What follows belongs to an exercise in optimizing a design on an open flow for small area; a production flow would make more cautious choices.
The RTL was checked by simulation tests, not by an equivalence proof against the original design.
Power is estimated from default activity; no workload was simulated.

==> flow/design.v <==
module sensory_neuron(clk, rst, distance, start, wnext);
	input clk, rst, start;
	input [6:0] distance;
	output [6:0] wnext;
	reg [6:0] d1;
	reg [99:0] na, nb;
	wire [99:0] m;
	genvar k;
	generate
		for (k = 0; k < 100; k = k + 1) begin : g_match
			assign m[k] = ~rst & (d1 == k + 2);
		end
	endgenerate
	always @(posedge clk) begin
		d1 <= distance;
		na <= nb & ((~na & {100{~rst}}) | m);
		nb <= ~na & ((nb & {100{~rst}}) | {100{start & ~rst}});
	end
	wire fire = |(na & nb & m);
	assign wnext = fire ? d1 : 7'd0;
endmodule
module direction_ganglion(clk, rst, wnext, start, asc_flat, dsc_flat, colr1);
	input clk, rst, start;
	input [6:0] wnext;
	output reg [6:0] asc_flat, dsc_flat;
	output reg colr1;
	localparam [3:0] G0 = 4'd0, G1 = 4'd1, G3 = 4'd2, G4 = 4'd3,
	                 G5 = 4'd4, G6 = 4'd5, G7 = 4'd6, G8 = 4'd7;
	reg [3:0] st;
	reg [6:0] ascnt, dscnt, dR;
	reg gt, lt;
	always @(posedge clk) begin
		if (rst) begin
			st <= G0;
			asc_flat <= 7'd0;
			dsc_flat <= 7'd0;
			colr1 <= 1'b0;
		end else begin
			if (st[3])
				st <= (st == 4'b1111) ? G3 : st + 4'd1;
			else case (st)
				G0: st <= start ? G1 : G0;
				G1: st <= 4'b1000;
				G3: st <= G4;
				G4: st <= gt ? G5 : lt ? G6 : 4'b1000;
				G5, G6: st <= start ? 4'b1000 : G7;
				G7: st <= G8;
				default: st <= G0;
			endcase
			if (st == G7) begin
				asc_flat <= ascnt;
				dsc_flat <= dscnt;
				colr1 <= 1'b1;
			end
		end
		if ((st == G0 && start) || st == 4'b1111)
			dR <= wnext;
		if (st == 4'b1111) begin
			gt <= dR > wnext;
			lt <= dR < wnext;
		end
		if (st == G0) begin
			ascnt <= 7'd0;
			dscnt <= 7'd0;
		end
		if (st == G5)
			dscnt <= dscnt + 7'd1;
		if (st == G6)
			ascnt <= ascnt + 7'd1;
	end
endmodule
module inter_neuron(clk, rst, mode, flat, v);
	input clk, rst, mode;
	input [6:0] flat;
	output reg [19:0] v;
	reg [1:0] us;
	reg [6:0] fReg;
	reg [1:0] pc;
	reg [4:0] pidx;
	reg hit;
	reg [4:0] hidx;
	integer i;
	always @(*) begin
		hit = 1'b0;
		hidx = 5'd0;
		for (i = 0; i < 20; i = i + 1)
			if (fReg == 7'd100 - 7'd5 * i) begin
				hit = 1'b1;
				hidx = i;
			end
	end
	wire event_ = (us == 2'd2) & hit;
	reg [19:0] lower;
	always @(*) begin
		lower[0] = 1'b0;
		for (i = 1; i < 20; i = i + 1)
			lower[i] = lower[i-1] | v[i-1];
	end
	always @(posedge clk) begin
		if (rst) begin
			us <= 2'd0;
			pc <= 2'd0;
			v <= 20'd0;
		end else begin
			case (us)
				2'd0: us <= mode ? 2'd0 : 2'd1;
				2'd1: us <= 2'd2;
				default: us <= 2'd0;
			endcase
			if (event_)
				pc <= 2'd1;
			else if (pc != 2'd0)
				pc <= pc + 2'd1;
			if (pc == 2'd3)
				for (i = 0; i < 20; i = i + 1)
					if (pidx == i && !lower[i])
						v[i] <= 1'b1;
		end
		if (us == 2'd1)
			fReg <= flat;
		if (event_)
			pidx <= hidx;
	end
endmodule
module memory_neuron(v, rAddr1, rAddr2, th1, dot1, th2, dot2);
	input [19:0] v;
	input [4:0] rAddr1, rAddr2;
	output [6:0] th1, th2;
	output [4:0] dot1, dot2;
	wire h1 = (rAddr1 < 5'd20) && v[rAddr1];
	wire h2 = (rAddr2 < 5'd20) && v[rAddr2];
	assign th1 = h1 ? 7'd100 - 7'd5 * rAddr1 : 7'd0;
	assign th2 = h2 ? 7'd100 - 7'd5 * rAddr2 : 7'd0;
	assign dot1 = h1 ? rAddr1 : 5'd0;
	assign dot2 = h2 ? rAddr2 : 5'd0;
endmodule
module intelligent_stimuli_comparison_unit(clk, rst, E, asc, dsc, mode, th1, dot1, th2, dot2,
	colr1, colr, oe, dot_m, r_Addr1, r_Addr2);
	input clk, rst, E, mode, colr1;
	input [6:0] asc, dsc, th1, th2;
	input [4:0] dot1, dot2;
	output reg colr, oe;
	output reg [4:0] dot_m;
	output reg [4:0] r_Addr1, r_Addr2;
	localparam [4:0] S0 = 5'd0, S1 = 5'd1, S2 = 5'd2, S3 = 5'd3, S4 = 5'd4, S5 = 5'd5,
	                 S6 = 5'd6, S7 = 5'd7, S8 = 5'd8, S9 = 5'd9, S10 = 5'd10, S11 = 5'd11,
	                 S12 = 5'd12, S13 = 5'd13, S14 = 5'd14, S15 = 5'd15, S16 = 5'd16,
	                 S17 = 5'd17, S18 = 5'd18, S19 = 5'd19, S20 = 5'd20, S21 = 5'd21,
	                 S22 = 5'd22, S23 = 5'd23, S24 = 5'd24;
	reg [4:0] state, nextstate;
	reg [7:0] ascReg, dscReg, remReg1, remReg2;
	reg [2:0] cnt;
	reg colrHold, oeHold;
	reg [4:0] dot_mHold;
	wire a1lo = r_Addr1 < 5'd20;
	wire a2lo = r_Addr2 < 5'd20;
	wire cdone = cnt[2] & cnt[0];	 
	wire counting = (state == S8) | (state == S14) | (state == S19) | (state == S21) | (state == S24);
	always @(*) begin
		nextstate = state;
		colr = colrHold;
		oe = oeHold;
		dot_m = dot_mHold;
		case (state)
			S0: nextstate = mode ? S1 : S0;
			S1: nextstate = E ? S2 : S3;
			S2: nextstate = S4;
			S3: nextstate = S17;
			S4: nextstate = a1lo ? S5 : a2lo ? S11 : S0;
			S5: nextstate = remReg1[7] ? S6 : (remReg1 == 8'd0) ? S8 : S9;
			S6: nextstate = S7;
			S7: nextstate = a1lo ? S5 : S11;
			S8: begin
				colr = colr1; dot_m = dot1; oe = 1'b1;
				nextstate = cdone ? S10 : S8;
			end
			S9: nextstate = S2;
			S10: begin
				oe = 1'b0;
				nextstate = a1lo ? S5 : S11;
			end
			S11: nextstate = remReg2[7] ? S12 : (remReg2 == 8'd0) ? S14 : S15;
			S12: nextstate = S13;
			S13: nextstate = a2lo ? S11 : S0;
			S14: begin
				colr = 1'b0; dot_m = dot2; oe = 1'b1;
				nextstate = cdone ? S16 : S14;
			end
			S15: nextstate = S4;
			S16: begin
				oe = 1'b0;
				nextstate = a2lo ? S11 : S0;
			end
			S17: begin
				oe = 1'b0;
				nextstate = (r_Addr1 != 5'd0) ? S18 : (r_Addr2 != 5'd0) ? S22 : S0;
			end
			S18: nextstate = remReg1[7] ? S20 : (remReg1 == 8'd0) ? S19 : S18;
			S19: begin
				colr = colr1; dot_m = dot1; oe = 1'b1;
				nextstate = cdone ? S22 : S19;
			end
			S20: begin
				colr = colr1; dot_m = dot1; oe = 1'b1;
				nextstate = S21;
			end
			S21: nextstate = (cdone && r_Addr1 != 5'd0) ? S17 : S21;
			S22: begin
				oe = 1'b0;
				nextstate = (remReg2 == 8'd0) ? S24 : S23;
			end
			S23: begin
				colr = 1'b0; dot_m = dot2; oe = 1'b1;
				nextstate = S21;
			end
			S24: begin
				colr = 1'b0; dot_m = dot2; oe = 1'b1;
				nextstate = cdone ? S0 : S24;
			end
			default: nextstate = state;
		endcase
	end
	always @(posedge clk) begin
		if (rst) begin
			state <= S0;
			colrHold <= 1'b0;
			oeHold <= 1'b0;
			dot_mHold <= 5'd0;
		end else begin
			state <= nextstate;
			colrHold <= colr;
			oeHold <= oe;
			dot_mHold <= dot_m;
		end
		cnt <= counting ? cnt + 3'd1 : 3'd0;
		if (state == S1) begin
			ascReg <= {1'b0, asc};
			dscReg <= {1'b0, dsc};
		end
		if (state == S9 || state == S20)
			ascReg <= remReg1;
		if (state == S15 || state == S23)
			dscReg <= remReg2;
		if (state == S4 || state == S17) begin
			remReg1 <= ascReg - {1'b0, th1};
			remReg2 <= dscReg - {1'b0, th2};
		end
		if (state == S2)
			{r_Addr1, r_Addr2} <= 10'd0;
		if (state == S3)
			{r_Addr1, r_Addr2} <= {5'd20, 5'd20};
		if (state == S6)
			r_Addr1 <= r_Addr1 + 5'd1;
		if (state == S20)
			r_Addr1 <= r_Addr1 - 5'd1;
		if (state == S12)
			r_Addr2 <= r_Addr2 + 5'd1;
		if (state == S15)
			r_Addr2 <= 5'd0;
		if (state == S23)
			r_Addr2 <= r_Addr2 - 5'd1;
	end
endmodule
module brain_m(clk, rst, distance, mode, start, E, color, OE, shape);
	input clk, rst, mode, start, E;
	input [6:0] distance;
	output color, OE;
	output [4:0] shape;
	wire [6:0] wnext, asc_flat, dsc_flat, th1, th2;
	wire [4:0] dot1, dot2, rAddr1, rAddr2;
	wire colr1;
	wire [19:0] v;
	sensory_neuron s(clk, rst, distance, start, wnext);
	direction_ganglion d(clk, rst, wnext, start, asc_flat, dsc_flat, colr1);
	inter_neuron in(clk, rst, mode, dsc_flat, v);
	memory_neuron m(v, rAddr1, rAddr2, th1, dot1, th2, dot2);
	intelligent_stimuli_comparison_unit iscu(clk, rst, E, asc_flat, dsc_flat, mode, th1, dot1, th2, dot2,
		colr1, color, OE, shape, rAddr1, rAddr2);
endmodule
==> flow/run.sh <==
#!/bin/bash
# synth_recipe.tcl (not shown) runs the flow's synth.tcl, then flattens the netlist and writes it again
# the make line also repeats each setting of config.mk as NAME=value (left out here)
make -C /OpenROAD-flow-scripts/flow DESIGN_CONFIG=/design/flow/config.mk WORK_HOME=/design/flow/orfs CLKGATE_MAP_FILE= SYNTH_SCRIPT=/design/flow/synth_recipe.tcl finish
==> flow/config.mk <==
export PLATFORM = sky130hd
export DESIGN_NAME = brain_m
export DESIGN_NICKNAME = brain_m
export VERILOG_FILES = /design/flow/design.v
export SDC_FILE = /design/flow/constraint.sdc
export NUM_CORES = 4
export LEC_CHECK = 0
export CAP_MARGIN = 20
export CORE_MARGIN = 2
export CORE_UTILIZATION = 60
export CTS_BUF_LIST = sky130_fd_sc_hd__clkbuf_2 sky130_fd_sc_hd__clkbuf_4 sky130_fd_sc_hd__clkbuf_8
export CTS_CLUSTER_DIAMETER = 60
export CTS_CLUSTER_SIZE = 20
export PLACE_DENSITY = 0.7
export SLEW_MARGIN = 20
==> flow/constraint.sdc <==
create_clock -name core_clock -period 10.0 [get_ports {clk}]
set_input_delay 2.0000 -clock core_clock [delete_from_list [all_inputs] [get_ports {clk}]]
set_output_delay 2.0000 -clock core_clock [all_outputs]
set_load 0.01 [all_outputs]
==> reports/summary.txt, run 1 <==
most common library cells after synthesis - 265 x dfxtp_1, 217 x nor2_1, 192 x nand2_1
hold path cells - 1
wirelength, routed - 38700 um
# DRC - 0
VDD IR-drop max - 0.000111 V
Final Slew Violations - 0
CTS resizes - 0
cell with the most instances after synthesis - dfxtp_1
crit path kind - flip-flop to output pin
RSZ-0062 raised after global routing - false
Die X - 169 um
IO buf count - 18
R2R Path End - d.gt
Worst-path clk slew - 0.12 ns
Hold-fix buffers, CTS - 0
Avg Inst Size Synth - 8.84 um^2
EDFF count, synth - 77
most used cell, CP - mux4_2
vias in the first global route - 12595
Max-cap violations - 0
Synth Cell Area - 16400 um^2
Reg2Reg Depth - 14
share of the synthesized area in the top cell type - 32.4%
max_slew headroom - 38.9%
later-pin clock latency in the skew report - 0.59 ns
Critical Path, Cell by Cell - mux4_2, or2_0, mux4_2, a21boi_4, and2_4, a222oi_1, inv_1, clkdlybuf4s50_1
period utilisation layout - 58.5%
DIE HEIGHT - 169 um
Routed WL per cell - 18.0 um
Global Route Usage Sum - 27.0%
min-delay src - s.na[82]
Min-Delay Endpoint - s.nb[82]
switch share - 33.5%
setup TNS - 0 ns
post-route ant nets - 0
Internal - 2420 uW
post-synth net total - 1919
PD cells - 211 nW/um^2
Die ar. - 28700 um^2
vias per cell - 6.17
total grt overflow - 0
dpl hpwl - 26400 um
Yosys Warn Count - 4
Layout Nets - 1852
Post-CTS Setup Inserts - 0
origin of the worst setup path - iscu.r_Addr2[0]
LEAKAGE - 0.00652 uW
Max H-tree Level - 1
Crit. End Element - output pin
share of flip-flops with an asynchronous set or reset - 0%
# setup viols final - 0
Starting Density - 61.0%
Most used DFF post-synth - dfxtp_1
Site Rows - 60
Comb power frac - 26.8%
antenna violations before repair - 0
Yosys reg bits - 342
cell count after synthesis - 1853
Slowest-stage cell, CP - edfxtp_1
sequential power share - 48.4%
CTS tree - built
Final min period - 5.85 ns
Req. time, crit path - 8.00 ns
Area contributors post-synth - dfxtp_1 32%, edfxtp_1 14%, nor2_1 5.0%, nor3_1 4.6%, nand2_1 4.4%
CTS Sinks - 342
Non-Filler Instances - 2146
Reg2Reg Setup Slack - 5.28 ns
first-pass GRT wire length - 63400 um
CP Max Fanout - 14
Max Fclk - 0.171 GHz
post-synthesis sequential area ratio - 46.5%
slowest stage delay, CP - 0.70 ns
Ant. Diodes - 0
Yosys cell types - 82
Setup crit start kind - flip-flop
dominant cell type by area after synthesis - dfxtp_1
io pins - 19
Net Switching - 1220 uW
share of cells above drive strength 1 - 5.71%
Crit path arrival time - 3.85 ns
Hold Crit Class - flip-flop to flip-flop
Max clock buf depth - 3
Vias - 13233
Reg-to-Reg Start - s.d1[0]
status - complete, no violations
Inst Count DP - 2098
Root Buffer - clkbuf_8
Clock Skews - 0.0211 ns
placer congestion estimate - 0.902
drt pass-1 iters - 5
TritonCTS buffer count - 27
Area Overhead vs Synth - 5.20%
Iter 0 DRT Violations - 1080
largest net degree at the start of global routing - 116
clock share of power - 24.7%
core box area - 26900 um^2
final hold viol count - 0
Slew @ Worst Pin - 0.916 ns
## stage by stage
| stage | setup slack [ns] | area [um^2] | hold slack, ns | power, uW | utilization [%] |
|---|---|---|---|---|---|
| after global placement | 3.82 | 16600 | 0.420 | 2740 | 61.6 |
| after CTS | 4.09 | 17200 | 0.436 | 3660 | 64.1 |
| final | 4.15 | 17200 | 0.443 | 3640 | 64.1 |
| after global routing | 3.69 | 17200 | 0.443 | 3870 | 64.1 |
| after detailed placement | 3.77 | 16600 | 0.426 | 2760 | 61.6 |
| after floorplan | 5.31 | 16400 | 0.406 | 2540 | - |
## power groups by stage
stage          logic [uW]  registers, uW  clock network [uW]
2_1_floorplan         829           1710                   0
3_3_place_gp          949           1790                   0
3_5_place_dp          970           1790                   0
4_1_cts               979           1760                 916
5_1_grt              1120           1780                 966
6_report              976           1760                 900
## worst max-delay path: cells and delay by family (launching register included)
family / cells / cell delay [ns]
compound gates: 2 / 0.60
mux: 2 / 1.01
flops: 1 / 0.70
simple gates: 2 / 0.39
buf+inv: 2 / 0.56
## sequential cells by signal, indices dropped and copies added (netlist names), 2 cells and up
| register | cells |
|---|---|
| iscu.r_Addr2 | 5 |
| d.st | 4 |
| s.nb | 100 |
| d.dsc_flat | 7 |
| iscu.cnt | 3 |
| s.d1 | 7 |
| d.dscnt | 7 |
| in.us | 2 |
| in.pidx | 5 |
| iscu.r_Addr1 | 5 |
| iscu.state | 5 |
| s.na | 100 |
| iscu.ascReg | 8 |
| iscu.remReg1 | 8 |
| d.dR | 7 |
| iscu.remReg2 | 8 |
| in.v | 20 |
| d.ascnt | 7 |
| iscu.dot_mHold | 5 |
| d.asc_flat | 7 |
| in.fReg | 7 |
| in.pc | 2 |
| iscu.dscReg | 8 |
## worst max path at each step
stage	endpoint	slack [ns]
after global routing	d.gt	3.69
final	shape[3]	4.15
after CTS	shape[3]	4.09
after detailed placement	d.gt	3.77
after floorplan	d.gt	5.31
after global placement	d.gt	3.82
## logic make-up (layout without fill, tap and decap cells)
logic type,Yosys count,after routing,share of synthesized area (%)
mux,30,30,2.88
compound gates,365,365,13.5
simple gates,842,842,26.4
flops,342,342,46.5
buf+inv,181,133,4.45
xor+xnor,39,39,2.08
fa+ha+maj,54,54,4.21
## layer usage
metal	up-vias	GRT usage, %	routed length (um)
li1	6460	-	-
met1	6268	33.7	16200
met2	392	46.9	18800
met3	113	3.66	1990
met4	0	12.0	1750
met5	-	0	0
## cell type report
| class | count | area [um^2] |
|---|---|---|
| clock buffers | 29 | 393 |
| clock inverters | 19 | 278 |
| fillers | 2296 | 9640 |
| inverters | 55 | 206 |
| multi-input cells | 1330 | 8050 |
| flip-flops and latches | 342 | 7620 |
| well taps | 341 | 427 |
| repair buffers | 30 | 273 |
## cells in the final DEF (no fill, tap or decap), types with 16 or more instances in the layout
master             n
nor2b_1           22
ha_1              52
o22ai_1           63
nor3_1           150
and3b_1           68
xnor2_1           26
nand3_1           23
a21oi_1           84
dfxtp_1          265
clkbuf_8          28
a31oi_1           32
nand2_1          192
clkdlybuf4s50_1   16
nor2_1           217
o21ai_0          112
nor4_1            16
edfxtp_1          77
and2_1            50
nand2b_1          21
inv_1             54
==> run 2, diff against run 1 <==
==> flow/config.mk (replaced) <==
export PLATFORM = sky130hd
export DESIGN_NAME = brain_m
export DESIGN_NICKNAME = brain_m
export VERILOG_FILES = /design/flow/design.v
export SDC_FILE = /design/flow/constraint.sdc
export NUM_CORES = 4
export LEC_CHECK = 0
export ABC_AREA = 1
export CAP_MARGIN = 20
export CORE_MARGIN = 2
export CORE_UTILIZATION = 60
export CTS_BUF_LIST = sky130_fd_sc_hd__clkbuf_4
export PLACE_DENSITY = 0.7
export SLEW_MARGIN = 20
==> run 2 against run 1 <==
Against the previous run:
- setup slack gained 0.24 ns
- area after synthesis hardly changed
- design area rose by 4.0%
- synthesized cell count is 17% higher
- combinational power shrank 13%
- clock-buffer cell count rose by 103
- routed wire length increased by 2.0%
- fmax is 4.3% higher
- first-iteration DRC count is 1.5% lower
- critical path type unchanged
==> reports/summary.txt, run 2 <==
CTS resizes - 0
first-pass GRT wire length - 64900 um
TritonCTS buffer count - 88
Reg2Reg Setup Slack - 6.01 ns
CP endpoint - shape[0]
drt pass-1 iters - 5
Yosys cell types - 47
Area contributors post-synth - dfxtp_1 32%, edfxtp_1 14%, nand2_1 7.8%, inv_1 7.6%, a21oi_1 7.2%
Avg Inst Size Synth - 7.59 um^2
vias in the first global route - 14043
LEAKAGE - 0.00780 uW
Reg-to-Reg Start - iscu.r_Addr1[0]
Clock Skews - 0.0907 ns
Slowest-stage cell, CP - edfxtp_1
cell count after synthesis - 2161
Final min period - 5.61 ns
# DRC - 0
wirelength, routed - 39500 um
Starting Density - 61.0%
# setup viols final - 0
Worst-path clk slew - 0.07 ns
CP bufs+invs - 2
Root Buffer - clkbuf_4
PD cells - 210 nW/um^2
most used cell, CP - nand3_1
Vias - 14266
most common library cells after synthesis - 340 x nand2_1, 330 x inv_1, 265 x dfxtp_1
most frequent cells in the layout - 340 x nand2_1, 330 x inv_1, 265 x dfxtp_1
share of cells above drive strength 1 - 10.9%
Max H-tree Level - 3
post-synth net total - 2227
io pins - 19
share of the synthesized area in the top cell type - 32.3%
Slew @ Worst Pin - 0.877 ns
Crit path arrival time - 3.61 ns
Pwr Total - 3770 uW
DIE HEIGHT - 169 um
CTS tree - built
R2R Path End - iscu.remReg1[7]
Setup crit start kind - flip-flop
Reg2Reg Depth - 21
slowest stage delay, CP - 0.74 ns
CTS Sinks - 342
Hold Crit Class - flip-flop to flip-flop
most common cell after layout, fill and taps aside - nand2_1
Layout Utilization - 66.7%
antenna violations before repair - 1
Max-cap violations - 0
Die X - 169 um
dominant cell type by area after synthesis - dfxtp_1
later-pin clock latency in the skew report - 0.75 ns
total grt overflow - 0
period utilisation layout - 56.1%
top flop regs - s.na x100, s.nb x100, in.v x20
Critical Path, Cell by Cell - inv_2, a21oi_1, o21ai_0, nand3_1, o21ai_0, nand2_1, nand3_1, nor2_1, nand2_1, nand3_1, clkdlybuf4s50_1
Max Fclk - 0.178 GHz
share of flip-flops with an asynchronous set or reset - 0%
placer congestion estimate - 0.876
final hold viol count - 0
Post-CTS Setup Inserts - 0
Site Rows - 60
IO buf count - 18
origin of the worst setup path - iscu.r_Addr2[0]
Crit. End Element - output pin
Req. time, crit path - 8.00 ns
Critical Path Stages - 11
Fillers - 2457
Final Slew Violations - 0
Max clock buf depth - 3
Area Overhead vs Synth - 9.27%
RSZ-0062 raised after global routing - false
CP Max Fanout - 19
Yosys Warn Count - 4
post-synthesis sequential area ratio - 46.4%
crit path kind - flip-flop to output pin
Die ar. - 28700 um^2
setup TNS - 0 ns
dpl hpwl - 28200 um
largest net degree at the start of global routing - 86
Yosys reg bits - 342
EDFF count, synth - 77
status - complete, no violations
Synth Cell Area - 16400 um^2
vias per cell - 5.44
core box area - 26900 um^2
Global Route Usage Sum - 27.9%
post-route ant nets - 0
Iter 0 DRT Violations - 1064
cell with the most instances after synthesis - nand2_1
Routed WL per cell - 15.1 um
Layout Nets - 2284
VDD IR-drop max - 0.000132 V
kind of cell adding the most delay to the critical path - simple AND/OR/NAND/NOR gates
max_slew headroom - 41.4%
Hold-fix buffers, CTS - 0
Most used DFF post-synth - dfxtp_1
[run 2: worst min-delay path by stage]
stage | endpoint | depth (start not counted) | start
after floorplan | in.us[0] | 1 | in.us[0]
after global placement | in.us[0] | 1 | in.us[0]
after detailed placement | in.us[0] | 1 | in.us[0]
after CTS | in.fReg[0] | 0 | d.dsc_flat[0]
after global routing | in.fReg[0] | 0 | d.dsc_flat[0]
final | in.fReg[0] | 0 | d.dsc_flat[0]
[run 2: kinds of logic after synthesis]
family | count (synthesis) | synth area share, %
AO/OA/AOI/OAI | 394 | 12.8
XOR/XNOR | 30 | 1.60
adder cells (fa/ha/maj) | 54 | 4.21
buffers and inverters | 390 | 9.14
flip-flops | 342 | 46.4
AND/OR/NAND/NOR | 951 | 25.8
[run 2: area by class of cell]
class,count,area (um^2),area share [%]
inverter,336,1260,7.04
timing repair buffer,21,200,1.12
sequential,342,7620,42.5
clock buffer,132,991,5.53
multi-input combinational,1429,7290,40.7
clock inverter,22,133,0.740
antenna,1,2.50,0.0140
tap,341,427,2.38
[run 2: layer usage]
| metal | vias up | routed length [um] | GRT usage, % |
|---|---|---|---|
| met4 | 0 | 1510 | 12.9 |
| met3 | 116 | 1900 | 4.29 |
| met5 | - | 0 | 0 |
| met1 | 6526 | 16600 | 32.5 |
| li1 | 7207 | - | - |
| met2 | 417 | 19500 | 50.4 |
[run 2: report_power, final]
part | internal [uW] | leakage (uW) | switching, uW
Clock | 630 | 0.000665 | 571
Sequential | 1600 | 0.00293 | 114
Combinational | 317 | 0.00421 | 533
[run 2: stage by stage]
step           setup slack [ns]  instances  instance area, um^2  hold slack (ns)
4_1_cts                    4.40       2623                17900            0.404
3_3_place_gp               4.31       2469                16800            0.404
3_5_place_dp               4.26       2469                16800            0.408
6_report                   4.39       2624                17900            0.405
5_1_grt                    4.12       2624                17900            0.417
2_1_floorplan              5.66       2161                16400            0.392
==> run 3, diff against run 2 <==
==> flow/config.mk (replaced) <==
export PLATFORM = sky130hd
export DESIGN_NAME = brain_m
export DESIGN_NICKNAME = brain_m
export VERILOG_FILES = /design/flow/design.v
export SDC_FILE = /design/flow/constraint.sdc
export NUM_CORES = 4
export LEC_CHECK = 0
export CAP_MARGIN = 20
export CORE_MARGIN = 2
export CORE_UTILIZATION = 40
export PLACE_DENSITY = 0.6
export SLEW_MARGIN = 20
==> run 3 against run 2 <==
Against the previous run:
- die area up 49%
- critical path depth down 3
- global-route usage is 8.7 points lower
- via count decreased by 7.3%
- sequential power increased by 3%
- combinational power is 15% higher
- synthesized cell count down 14%
- fmax fell by 3.1%
- setup slack worse by 0.18 ns
- register-to-register slack got worse by 0.59 ns
- critical endpoint is now shape[3]
- highest routed layer unchanged
==> reports/summary.txt, run 3 <==
io pins - 19
Vias - 13231
first-pass GRT wire length - 65700 um
Worst-path clk slew - 0.06 ns
share of cells above drive strength 1 - 6.03%
most frequent cells in the layout - 265 x dfxtp_1, 217 x nor2_1, 192 x nand2_1
TritonCTS buffer count - 37
Global Route Usage Sum - 19.2%
Fillers - 3910
sequential cell area - 7620 um^2
Die X - 206 um
Layout Nets - 1860
pre-CTS setup slack - 4.42 ns
period utilisation layout - 57.9%
Iter 0 DRT Violations - 985
slowest stage delay, CP - 0.71 ns
post-synth net total - 1919
Hold Crit Class - flip-flop to flip-flop
Post-Route Hold Slack - 0.430 ns
post-synthesis sequential area ratio - 46.5%
EDFF count, synth - 77
post-route ant nets - 0
most common library cells after synthesis - 265 x dfxtp_1, 217 x nor2_1, 192 x nand2_1
most used cell, CP - mux4_2
Layout Utilization - 44.3%
CP bufs+invs - 2
final hold viol count - 0
cell count after synthesis - 1853
CTS resizes - 0
Most used DFF post-synth - dfxtp_1
CTS tree - built
multi-input logic area - 8050 um^2
design area - 18000 um^2
cell with the most instances after synthesis - dfxtp_1
Hold-fix buffers, CTS - 0
Slowest-stage cell, CP - edfxtp_1
Yosys cell types - 82
Max Fclk - 0.173 GHz
Max-cap violations - 0
# setup viols final - 0
drt pass-1 iters - 6
Ant. Diodes - 0
Crit path arrival time - 3.79 ns
Final min period - 5.79 ns
Max H-tree Level - 2
largest net degree at the start of global routing - 95
DIE HEIGHT - 206 um
final setup margin - 4.21 ns
setup TNS - 0 ns
Site Rows - 74
RSZ-0062 raised after global routing - false
origin of the worst setup path - iscu.r_Addr2[0]
top flop regs - s.na x100, s.nb x100, in.v x20
Routed WL per cell - 17.2 um
dpl hpwl - 26700 um
CTS Sinks - 342
min-delay src - in.us[0]
Area contributors post-synth - dfxtp_1 32%, edfxtp_1 14%, nor2_1 5.0%, nor3_1 4.6%, nand2_1 4.4%
Yosys reg bits - 342
LEAKAGE - 0.00678 uW
kind of cell adding the most delay to the critical path - multiplexers
dpl cell area - 16800 um^2
Starting Density - 40.3%
PD cells - 228 nW/um^2
max_slew headroom - 32.8%
share of the synthesized area in the top cell type - 32.4%
VDD IR-drop max - 0.000139 V
Root Buffer - clkbuf_16
placer congestion estimate - 0.873
antenna violations before repair - 0
vias in the first global route - 12596
# DRC - 0
status - complete, no violations
Avg Inst Size Synth - 8.84 um^2
Max clock buf depth - 3
CP Max Fanout - 14
crit path kind - flip-flop to output pin
Post-CTS Setup Inserts - 0
Clock Skews - 0.0201 ns
wirelength, routed - 40400 um
IO buf count - 18
Area Overhead vs Synth - 9.99%
Synth Cell Area - 16400 um^2
core box area - 40600 um^2
Die ar. - 42600 um^2
most common cell after layout, fill and taps aside - dfxtp_1
share of flip-flops with an asynchronous set or reset - 0%
Final Slew Violations - 0
Crit. End Element - output pin
total grt overflow - 0
Slew @ Worst Pin - 1.01 ns
vias per cell - 5.62
Setup crit start kind - flip-flop
Yosys Warn Count - 4
Req. time, crit path - 8.00 ns
later-pin clock latency in the skew report - 0.54 ns
Reg-to-Reg Start - s.d1[3]
dominant cell type by area after synthesis - dfxtp_1
Critical Path, Cell by Cell - mux4_2, or2_0, mux4_2, a21boi_4, and2_4, a222oi_1, inv_1, clkdlybuf4s50_1
run 3: cell count changes after synthesis, sizes merged, moves of 68 or more:
cell,delta
nand3,-127
inv,-280
nor3,+103
and3b,+68
a21oi,-153
nand2,-150
or2,-85
run 3: stage by stage:
step           total power (uW)  instances
3_3_place_gp               2740       2287
4_1_cts                    4150       2355
6_report                   4120       2355
5_1_grt                    4380       2355
2_1_floorplan              2540       1853
3_5_place_dp               2760       2287
run 3: cell type report:
type / count / share of cell area [%]
Multi-Input combinational cell: 1330 / 44.6
Tap cell: 532 / 3.69
Clock buffer: 54 / 6.00
Sequential cell: 342 / 42.3
Inverter: 55 / 1.15
Timing Repair Buffer: 28 / 1.41
Clock inverter: 14 / 0.854
run 3: where the power goes:
part	total [uW]	leakage (uW)	switching (uW)	internal, uW
clock	1380	0.000597	566	809
combinational	978	0.00325	557	421
sequential	1760	0.00293	158	1610
total	4120	0.00678	1280	2840
run 3: layer usage:
| layer | vias to the layer above | track usage (%) | routed length (um) |
|---|---|---|---|
| met3 | 67 | 3.39 | 2070 |
| met1 | 6304 | 24.1 | 17900 |
| met4 | 0 | 7.02 | 1220 |
| met5 | - | 0 | 0 |
| li1 | 6481 | - | - |
| met2 | 379 | 32.8 | 19200 |
run 3: path summary, 6_finish.rpt:
kind	slack, ns	cells past startpoint	endpoint
worst max-delay path	4.21	8	shape[3]
worst min-delay path	0.43	1	in.us[0]
worst max register to register	5.42	14	d.gt
worst min register to register	0.43	1	in.us[0]
run 3: kinds of logic (layout without fill, tap and decap cells):
logic type                 Yosys count  after routing  synth area share [%]
AOI/OAI and AO/OA                  365            365                  13.5
xor gates and xnor gates            39             39                  2.08
adders and majority gates           54             54                  4.21
buffers and inverters              181            151                  4.45
DFF                                342            342                  46.5
muxes                               30             30                  2.88
and+or+nand+nor                    842            842                  26.4

## afterwards: timing with drivers on the ports
How much do the figures lean on ideal ports? The routed layouts below were timed once more, with nothing changed but the port constraints. Step 1 assumes that a clkbuf_16 drives the clock port and a buf_2 every other input. Step 2 adds t to the input delays and takes it off the output delays; t is the mean of the earliest and latest rising clock arrival at the registers after step 1. Input paths then give back, and output paths get back, about the clock's delay inside the block. a / b / c = ideal / step 1 / step 2; a / b = the first two.
run	t, ns	setup WS [ns]	hold WS [ns]	clock arrival spread, ns	worst slew at a driven data input, ns
run 1	0.621	4.148 / 4.107 / 3.707	0.443 / 0.443 / 0.443	0.021 / 0.021	0.04
run 2	0.748	4.388 / 4.341 / 4.204	0.405 / 0.405 / 0.405	0.095 / 0.095	0.04
run 3	0.586	4.211 / 4.160 / 4.373	0.430 / 0.430 / 0.430	0.029 / 0.030	0.04
After both steps every run listed still meets setup and hold. For run 1, which loses most, drivers alone change the setup slack by -0.041 ns; drivers and shift together by -0.441 ns.
